From an optimization exercise on the open Yosys and OpenROAD flow, aimed at small area; shortcuts taken in it are not production practice.
Only simulation tests tie the RTL to the original design; equivalence was not proved.

==> inputs of maple <==
## fir_inst
module fir_inst (
    input                clk,
    input                rst,
    input                data_in_vld,
    input  signed [15:0] data_in,
    output signed [36:0] data_out,
    output reg           data_out_vld
);
export LEC_CHECK = 0
export CAP_MARGIN = 20
export CORE_MARGIN = 2
export CORE_UTILIZATION = 75
export CTS_CLUSTER_DIAMETER = 70
export CTS_CLUSTER_SIZE = 30
export PLACE_DENSITY = 0.82
export SLEW_MARGIN = 20
export SYNTH_HIERARCHICAL = 1
export SYNTH_MINIMUM_KEEP_SIZE = 0
create_clock -name core_clock -period 9.0 [get_ports {clk}]
standard.sh (not shown) runs the stock make flow with config.mk's settings and CLKGATE_MAP_FILE= SYNTH_SCRIPT=/design/flow/synth_recipe.tcl, a recipe that flattens the netlist after the stock synthesis.
==> flow/flow/run.sh <==
#!/bin/bash
# The standard layout (the standard.sh: standard synthesis, floorplan,
# placement, CTS, routing), with two changes:
#  - clock tree synthesis does not insert dummy loads (the leaf clusters are
#    balanced well enough without them);
#  - the buffer that placement puts on every input and output port is the
#    platform's smallest plain buffer (buf_1) instead of the delay cell that
#    buffer_ports picks by default.
# Everything else, including the synthesis, is the standard flow.
set -euo pipefail
export CTS_ARGS="-sink_clustering_enable -repair_clock_nets -dont_use_dummy_load -sink_clustering_size 30 -sink_clustering_max_diameter 70"
export BUFFER_PORTS_ARGS="-buffer_cell sky130_fd_sc_hd__buf_1"
bash standard.sh > standard_flow.log 2>&1
==> ember (differences from maple) <==
==> flow/flow/run.sh (replaced) <==
#!/bin/bash
# The standard layout (the standard.sh: standard synthesis, floorplan,
# placement, CTS, routing), with one change: clock tree synthesis does not
# insert dummy loads (the leaf clusters are balanced well enough without
# them).  Everything else, including the synthesis, is the standard flow.
set -euo pipefail
export CTS_ARGS="-sink_clustering_enable -repair_clock_nets -dont_use_dummy_load -sink_clustering_size 30 -sink_clustering_max_diameter 70"
bash standard.sh > standard_flow.log 2>&1
CORE_UTILIZATION = 62   (was 75)
PLACE_DENSITY = 0.7   (was 0.82)
==> comparison table <==
Run status: maple complete, no violations; ember complete, no violations
Core area: maple 0.112 mm²; ember 0.136 mm²
Sum of routed wire length over all layers: maple 289 mm; ember 282 mm
Required time of the critical path: maple 9570 ps; ember 9610 ps
Worst path setup slack after routing: maple 295 ps; ember 250 ps
Final core utilization: maple 0.789; ember 0.661
Most congested layer reported by global routing: maple met2; ember met1
Number of global-route vias before repair: maple 49.9k; ember 46.8k
Data arrival, critical path: maple 9280 ps; ember 9360 ps
Antenna violations before repair: maple 17; ember 11
Summed area of non-filler cells in the final layout: maple 0.0888 mm²; ember 0.0898 mm²
Non-clock buffer share: maple 0.00720; ember 0.0111
Upper clock frequency limit: maple 115 MHz; ember 114 MHz
Std cell rows: maple 123; ember 135
Terminus of the critical flop-to-flop path: maple r1_n8097; ember r1_n8027
Largest stage delay on the critical path: maple 690 ps; ember 1010 ps
Number of well taps: maple 1500; ember 1781
Met2 Resource Use GR: maple 0.696; ember 0.550


==> v28: inputs <==
fir_inst, a different RTL version from the one above (not shown whole).
==> flow/config.mk <==
export PLATFORM = sky130hd
export DESIGN_NAME = fir_inst
export DESIGN_NICKNAME = fir_inst
export VERILOG_FILES = /design/flow/design.v
export SDC_FILE = /design/flow/constraint.sdc
export NUM_CORES = 4
export LEC_CHECK = 0
export CAP_MARGIN = 20
export CORE_MARGIN = 2
export CORE_UTILIZATION = 50
export CTS_CLUSTER_DIAMETER = 70
export CTS_CLUSTER_SIZE = 30
export SLEW_MARGIN = 20
export SYNTH_HIERARCHICAL = 1
export SYNTH_MINIMUM_KEEP_SIZE = 0
==> flow/constraint.sdc <==
create_clock -name core_clock -period 9.0 [get_ports {clk}]
set_input_delay 1.8000 -clock core_clock [delete_from_list [all_inputs] [get_ports {clk}]]
set_output_delay 1.8000 -clock core_clock [all_outputs]
set_load 0.01 [all_outputs]
==> flow/flow/run.sh <==
#!/bin/bash
# The standard layout (the standard.sh: standard synthesis, floorplan,
# placement, CTS, routing), with one change: clock tree synthesis does not
# insert dummy loads (the leaf clusters are balanced well enough without
# them).  Everything else, including the synthesis, is the standard flow.
set -euo pipefail
export CTS_ARGS="-sink_clustering_enable -repair_clock_nets -dont_use_dummy_load -sink_clustering_size 30 -sink_clustering_max_diameter 70"
bash standard.sh > standard_flow.log 2>&1
==> v33 (differences from v28) <==
--- a/flow/design.v
+++ b/flow/design.v
@@ -4953,23 +4953,29 @@
 fir_fa un9227 (.a(n917), .b(n726), .c(n9197), .s(n9228), .co(n9229));
 wire n9231, n9232;
 fir_fa un9230 (.a(n9228), .b(n9200), .c(n9203), .s(n9231), .co(n9232));
 wire n9252, n9253;
 fir_fa un9251 (.a(n920), .b(n9229), .c(n9232), .s(n9252), .co(n9253));
+wire r1_tp0_35_13 = ~x[589];
+wire r1_tp0_35_14 = ~x[590];
+wire r1_tp0_35_15 = ~x[591];
+wire r1_n927 = x[591];
+wire r1_n6173 = x[585];
+wire r1_n6174 = x[586];
+wire r1_n6175 = x[587];
+wire r1_n6176 = x[588];
+wire r1_n6177 = x[589];
+wire r1_n6178 = x[590];
 reg r1_n212;
 reg r1_n215;
 reg r1_n218;
 reg r1_n222;
 reg r1_n224;
 reg r1_n324;
 reg r1_n776;
 reg r1_n924;
 reg r1_n926;
-reg r1_tp0_35_13;
-reg r1_tp0_35_14;
-reg r1_tp0_35_15;
-reg r1_n927;
 reg r1_n1220;
 reg r1_n1223;
 reg r1_n1226;
 reg r1_n1227;
 reg r1_n1391;
@@ -5049,16 +5055,10 @@
 reg r1_n5977;
 reg r1_n5980;
 reg r1_n5981;
 reg r1_n6162;
 reg r1_n6163;
-reg r1_n6173;
-reg r1_n6174;
-reg r1_n6175;
-reg r1_n6176;
-reg r1_n6177;
-reg r1_n6178;
 reg r1_n6273;
 reg r1_n6276;
 reg r1_n6277;
 reg r1_n6855;
 reg r1_n6859;
@@ -5179,14 +5179,10 @@
     r1_n224 <= n224;
     r1_n324 <= n324;
     r1_n776 <= n776;
     r1_n924 <= n924;
     r1_n926 <= n926;
-    r1_tp0_35_13 <= tp0_35_13;
-    r1_tp0_35_14 <= tp0_35_14;
-    r1_tp0_35_15 <= tp0_35_15;
-    r1_n927 <= n927;
     r1_n1220 <= n1220;
     r1_n1223 <= n1223;
     r1_n1226 <= n1226;
     r1_n1227 <= n1227;
     r1_n1391 <= n1391;
@@ -5266,16 +5262,10 @@
     r1_n5977 <= n5977;
     r1_n5980 <= n5980;
     r1_n5981 <= n5981;
     r1_n6162 <= n6162;
     r1_n6163 <= n6163;
-    r1_n6173 <= n6173;
-    r1_n6174 <= n6174;
-    r1_n6175 <= n6175;
-    r1_n6176 <= n6176;
-    r1_n6177 <= n6177;
-    r1_n6178 <= n6178;
     r1_n6273 <= n6273;
     r1_n6276 <= n6276;
     r1_n6277 <= n6277;
     r1_n6855 <= n6855;
     r1_n6859 <= n6859;
==> flow/flow/run.sh (replaced) <==
#!/bin/bash
# The standard layout (the standard.sh: standard synthesis, floorplan,
# placement, CTS, routing), with two changes:
#  - clock tree synthesis does not insert dummy loads (the leaf clusters are
#    balanced well enough without them);
#  - the buffer that placement puts on every input and output port is the
#    platform's smallest plain buffer (buf_1) instead of the delay cell that
#    buffer_ports picks by default.
# Everything else, including the synthesis, is the standard flow.
set -euo pipefail
export CTS_ARGS="-sink_clustering_enable -repair_clock_nets -dont_use_dummy_load -sink_clustering_size 30 -sink_clustering_max_diameter 70"
export BUFFER_PORTS_ARGS="-buffer_cell sky130_fd_sc_hd__buf_1"
bash standard.sh > standard_flow.log 2>&1
--- a/flow/config.mk
+++ b/flow/config.mk
@@ -5,11 +5,12 @@
 export SDC_FILE = /design/flow/constraint.sdc
 export NUM_CORES = 4
 export LEC_CHECK = 0
 export CAP_MARGIN = 20
 export CORE_MARGIN = 2
-export CORE_UTILIZATION = 50
+export CORE_UTILIZATION = 62
 export CTS_CLUSTER_DIAMETER = 70
 export CTS_CLUSTER_SIZE = 30
+export PLACE_DENSITY = 0.7
 export SLEW_MARGIN = 20
 export SYNTH_HIERARCHICAL = 1
 export SYNTH_MINIMUM_KEEP_SIZE = 0
==> results.cfg <==
[timing]
clock_skew_ns = 0.0980

[yosys]
synth_top_area_share_pct = 42.3
ys_seq_area_share_pct = 45.5
yosys.area_share.simple_pct = 5.27
synth_compound_area_share_pct = 0.299
synth_async_sr_flop_share_pct = 0.145

[grt]
grt_pass1_wl_um = 399000
met3_usage_pct = 11.6
grt_start_max_net_pins = 187

[drt]
wl_met1_um = 133000

[final_layout]
n_all_buffers = 102
fillCellCount = 13800
instances_no_fill = 7436
final_nets = 7300

[run_status]
status = finished clean

[die]
initial_core_util_pct = 50.3
die_w_um = 417

[clock_network]
cts_sinks = 1378
That was v28.
==> results.cfg <==
[final_layout]
n_all_buffers = 97
syn_to_final_growth_pct = 5.07
fillCellCount = 9335
final_nets = 7273

[setup_path]
slowest_stage = fa_1
path_buf_inv = 2

[grt]
grt_pass1_wl_um = 388000
met3_usage_pct = 19.1
met2_usage_pct = 56.0

[yosys]
synth_top_area_share_pct = 42.5
ys_seq_area_share_pct = 45.4
synth_async_sr_flop_share_pct = 0.146
yosys.area_share.simple_pct = 5.28
syn_inst = 5162

[run_status]
status = finished clean

[die]
die_w_um = 374
initial_core_util_pct = 62.6

[drt]
wl_met1_um = 112000

[timing]
clock_skew_ns = 0.115
That was v33.

==> afterwards: timing with drivers on the ports <==
The results above use ideal ports. As a check the final layouts listed here were re-extracted and re-timed, cells and wires unchanged.
Step 1 assumes that a clkbuf_16 drives the clock port and a buf_2 every other input.
Step 2 times the ports against the registers' clock, not the clock port: input delays grow and output delays shrink by t, the midpoint of the rising clock arrivals with the driver on.
a / b / c = ideal / step 1 / step 2; a / b = the first two.
run | shift t [ns] | slack for setup (ns) | worst setup path at the end | worst register clock-pin slew, ns
maple | 0.795 | 0.295 / 0.295 / 0.295 | register to register | 0.12 / 0.12
ember | 0.797 | 0.250 / 0.250 / 0.250 | register to register | 0.11 / 0.11
v28 | 0.850 | 0.177 / 0.177 / 0.177 | register to register | 0.11 / 0.11
v33 | 0.794 | 0.095 / 0.095 / 0.095 | register to register | 0.11 / 0.11
After both steps setup and hold are still met in every run listed.
